Background: an optimization exercise with open tools, aiming at small area and a short achievable clock period. Do not read the settings as production practice. Function was checked by simulation only, so behaviour that the tests miss may differ from the original.

==> 01-14: inputs <==
==> flow/design.v (excerpt) <==
module fir_pipe_1(
    input clk,
    input reset_p,
    input [15:0]x,
    output [15:0]y
    );
    reg [15:0] d [1:19];
    reg [3:0] fill;        
    reg y_ok;              
    integer i;
    always @(posedge clk or posedge reset_p) begin
        if (reset_p) begin
            fill <= 4'd0;
            y_ok <= 1'b0;
            d[1] <= 16'd0;
        end else begin
            if (fill != 4'd11) fill <= fill + 4'd1;
            y_ok <= (fill == 4'd11);
            d[1] <= x;
        end
    end
    always @(posedge clk) begin
        for (i = 2; i <= 10; i = i + 1) d[i] <= d[i-1];
        d[11] <= (fill >= 4'd10) ? d[10] : 16'd0;
        for (i = 12; i <= 19; i = i + 1) d[i] <= d[i-1];
    end
    reg [16:0] p0;
    reg [16:0] p1;
    reg [16:0] p2;
    reg [16:0] p3;
    reg [16:0] p4;
    wire [16:0] pa0_a = {d[9][15], d[9][15], d[9][14], d[9][13], d[9][12], d[9][11], d[9][10], d[9][9], d[9][8], d[9][7], d[9][6], d[9][5], d[9][4], d[9][3], d[9][2], d[9][1], d[9][0]};
    wire [16:0] pa0_b = {d[19][15], d[19][15], d[19][14], d[19][13], d[19][12], d[19][11], d[19][10], d[19][9], d[19][8], d[19][7], d[19][6], d[19][5], d[19][4], d[19][3], d[19][2], d[19][1], d[19][0]};
  ...
==> flow/config.mk <==
export PLATFORM = sky130hd
export DESIGN_NAME = fir_pipe_1
export DESIGN_NICKNAME = fir_pipe_1
export VERILOG_FILES = /design/flow/design.v
export SDC_FILE = /design/flow/constraint.sdc
export NUM_CORES = 4
export LEC_CHECK = 0
export CAP_MARGIN = 20
export CORE_MARGIN = 2
export CORE_UTILIZATION = 40
export CTS_BUF_LIST = sky130_fd_sc_hd__clkbuf_8
export SLEW_MARGIN = 20
export SYNTH_HIERARCHICAL = 1
==> flow/constraint.sdc <==
create_clock -name core_clock -period 10.0 [get_ports {clk}]
set_input_delay 2.0000 -clock core_clock [delete_from_list [all_inputs] [get_ports {clk}]]
set_output_delay 2.0000 -clock core_clock [all_outputs]
set_load 0.01 [all_outputs]
standard.sh (not shown) runs the stock make flow with config.mk's settings and CLKGATE_MAP_FILE= SYNTH_SCRIPT=/design/flow/synth_recipe.tcl, a recipe that flattens the netlist after the stock synthesis.
==> flow/flow/run.sh <==
#!/bin/bash
# Standard layout flow, with the timing repair steps asked to leave a setup
# margin below the clock period (the constraints themselves are unchanged).
set -euo pipefail
bash standard.sh SETUP_SLACK_MARGIN=${FLOW_MARGIN:-6.9} finish > standard.log 2>&1
==> inputs of 03-27, as changes to 01-14 <==
--- a/flow/design.v
+++ b/flow/design.v
@@ -5,20 +5,17 @@
     input [15:0]x,
     output [15:0]y
     );
     reg [15:0] d [1:19];
     reg [3:0] fill;        
-    reg y_ok;              
     integer i;
     always @(posedge clk or posedge reset_p) begin
         if (reset_p) begin
             fill <= 4'd0;
-            y_ok <= 1'b0;
             d[1] <= 16'd0;
         end else begin
             if (fill != 4'd11) fill <= fill + 4'd1;
-            y_ok <= (fill == 4'd11);
             d[1] <= x;
         end
     end
     always @(posedge clk) begin
         for (i = 2; i <= 10; i = i + 1) d[i] <= d[i-1];
@@ -1132,12 +1129,12 @@
     fa3 ufs779 (.a(~rr[99]), .b(rr[98]), .c(rr[100]), .s(fs779), .co(fc780));
     wire [31:0] fa_ = {1'b0, rr[107], rr[104], rr[102], ~fc780, ~fc778, ~fc776, fc774, fc772, fc770, fc768, fc766, fc764, fc762, fc760, fc758, fc756, fc754, fc752, fc750, fc748, fc746, fc744, fc742, fc740, fc738, fc736, fc734, fc732, fc730, fs729, rr[0]};
     wire [31:0] fb_ = {1'b0, ~rr[106], rr[105], rr[103], rr[101], ~fs779, ~fs777, ~fs775, fs773, fs771, fs769, fs767, fs765, fs763, fs761, fs759, fs757, fs755, fs753, fs751, fs749, fs747, fs745, fs743, fs741, fs739, fs737, fs735, fs733, fs731, fs685, rr[1]};
     wire [31:0] acc = fa_ + fb_ + 32'd2147483648;
     reg [15:0] y_r;
-    always @(posedge clk) y_r <= acc[31:16];
-    assign y = y_r & {16{y_ok}};
+    always @(posedge clk) y_r <= (fill == 4'd11) ? acc[31:16] : 16'd0;
+    assign y = y_r;
 endmodule
 module fa3(input a, input b, input c, output s, output co);
     assign s = a ^ b ^ c;
     assign co = (a & b) | (a & c) | (b & c);
 endmodule
CORE_UTILIZATION = 50   (was 40)
CTS_BUF_LIST = sky130_fd_sc_hd__clkbuf_16   (was sky130_fd_sc_hd__clkbuf_8)
CTS_CLUSTER_DIAMETER = 80   (was default)
CTS_CLUSTER_SIZE = 25   (was default)
GPL_ROUTABILITY_DRIVEN = 0   (was default)
==> inputs of 07-20, as changes to 01-14 <==
--- a/flow/design.v
+++ b/flow/design.v
@@ -5,20 +5,17 @@
     input [15:0]x,
     output [15:0]y
     );
     reg [15:0] d [1:19];
     reg [3:0] fill;        
-    reg y_ok;              
     integer i;
     always @(posedge clk or posedge reset_p) begin
         if (reset_p) begin
             fill <= 4'd0;
-            y_ok <= 1'b0;
             d[1] <= 16'd0;
         end else begin
             if (fill != 4'd11) fill <= fill + 4'd1;
-            y_ok <= (fill == 4'd11);
             d[1] <= x;
         end
     end
     always @(posedge clk) begin
         for (i = 2; i <= 10; i = i + 1) d[i] <= d[i-1];
@@ -1132,12 +1129,12 @@
     fa3 ufs779 (.a(~rr[99]), .b(rr[98]), .c(rr[100]), .s(fs779), .co(fc780));
     wire [31:0] fa_ = {1'b0, rr[107], rr[104], rr[102], ~fc780, ~fc778, ~fc776, fc774, fc772, fc770, fc768, fc766, fc764, fc762, fc760, fc758, fc756, fc754, fc752, fc750, fc748, fc746, fc744, fc742, fc740, fc738, fc736, fc734, fc732, fc730, fs729, rr[0]};
     wire [31:0] fb_ = {1'b0, ~rr[106], rr[105], rr[103], rr[101], ~fs779, ~fs777, ~fs775, fs773, fs771, fs769, fs767, fs765, fs763, fs761, fs759, fs757, fs755, fs753, fs751, fs749, fs747, fs745, fs743, fs741, fs739, fs737, fs735, fs733, fs731, fs685, rr[1]};
     wire [31:0] acc = fa_ + fb_ + 32'd2147483648;
     reg [15:0] y_r;
-    always @(posedge clk) y_r <= acc[31:16];
-    assign y = y_r & {16{y_ok}};
+    always @(posedge clk) y_r <= (fill == 4'd11) ? acc[31:16] : 16'd0;
+    assign y = y_r;
 endmodule
 module fa3(input a, input b, input c, output s, output co);
     assign s = a ^ b ^ c;
     assign co = (a & b) | (a & c) | (b & c);
 endmodule
==> flow/run.sh (new file) <==
#!/bin/bash
# synth_recipe.tcl (not shown) runs the flow's synth.tcl, then flattens the netlist and writes it again
# the make line also repeats each setting of config.mk as NAME=value (left out here)
make -C /OpenROAD-flow-scripts/flow DESIGN_CONFIG=/design/flow/config.mk WORK_HOME=/design/flow/orfs CLKGATE_MAP_FILE= SYNTH_SCRIPT=/design/flow/synth_recipe.tcl finish
CTS_BUF_LIST = sky130_fd_sc_hd__clkbuf_8 sky130_fd_sc_hd__clkbuf_16   (was sky130_fd_sc_hd__clkbuf_8)
CTS_CLUSTER_DIAMETER = 100   (was default)
CTS_CLUSTER_SIZE = 30   (was default)
SETUP_SLACK_MARGIN = 5   (was default)
removed: flow/flow/run.sh
removed: flow/standard.sh
==> comparison <==
- Critical path depth: 03-27 > 01-14 > 07-20.
- The highest wire length belongs to 07-20, the lowest to 03-27.
- Final cell count, lowest first: 03-27, 07-20, 01-14.
- Worst setup slack: 03-27 > 07-20 > 01-14.
- The highest hold slack belongs to 07-20, the lowest to 01-14.
- Of 07-20 and 01-14, 01-14 has the higher sequential cell count (gap 1).
==> figures <==
item	03-27	07-20	01-14
TritonRoute pass-1 iters	5	4	4
Met1 demand-to-capacity share in global routing	29.3%	23.9%	22.7%
Starting utilization of the core area	50.4%	40.5%	40.6%
Post-route cell area	25800 um2	25300 um2	27100 um2
Setup bufs post-CTS	8	0	18
Worst clock skew	0.0123 ns	0.0160 ns	0.0422 ns
Global-route wire length before repair	73900 um	78700 um	77000 um
Non-clock buffer count in the final layout	74	34	86
Met2 track demand over resource in global routing	32.4%	29.4%	28.4%
Post-route worst hold slack	0.321 ns	0.330 ns	0.314 ns
# H-tree levels	1	1	3
Result of the run	finished clean	finished clean	finished clean
End of the worst register-to-register path	y_r[11]$_SDFF_PP0_	rr[61]$_DFF_P_	y_r[15]$_DFF_P_
Final instance count without filler cells	2348	2458	2539
Cell at the slowest stage of the critical path	sky130_fd_sc_hd__fa_1	sky130_fd_sc_hd__clkdlybuf4s50_1	sky130_fd_sc_hd__dfrtp_4
Unrepaired setup endpoints after global routing	true	false	true
Largest net degree at the start of global routing	27	32	22
Multi-input gate area	12300 um2	12200 um2	12200 um2

what the ideal ports hide:
Ports are ideal in the flow. The routed layouts listed here were re-timed in OpenROAD.
Step 1 sets driving cells, clkbuf_16 on the clock port and buf_2 on the other inputs (assumed; they add their load-dependent delay and slew).
Step 2 times the ports against the registers' clock, not the clock port: input delays grow and output delays shrink by t, the midpoint of the rising clock arrivals with the driver on.
Three values: no drivers, after step 1, after step 2; two values: the first two.
run	t, ns	slack for setup (ns)	hold WS [ns]	cell pins on the clock port's net
01-14	0.699	6.425 / 6.375 / 6.655	0.314 / 0.314 / 0.314	1
03-27	0.619	6.879 / 6.879 / 6.879	0.321 / 0.321 / 0.321	1
07-20	0.635	6.487 / 6.425 / 6.552	0.330 / 0.330 / 0.330	1
After both steps setup and hold are still met in every run listed.
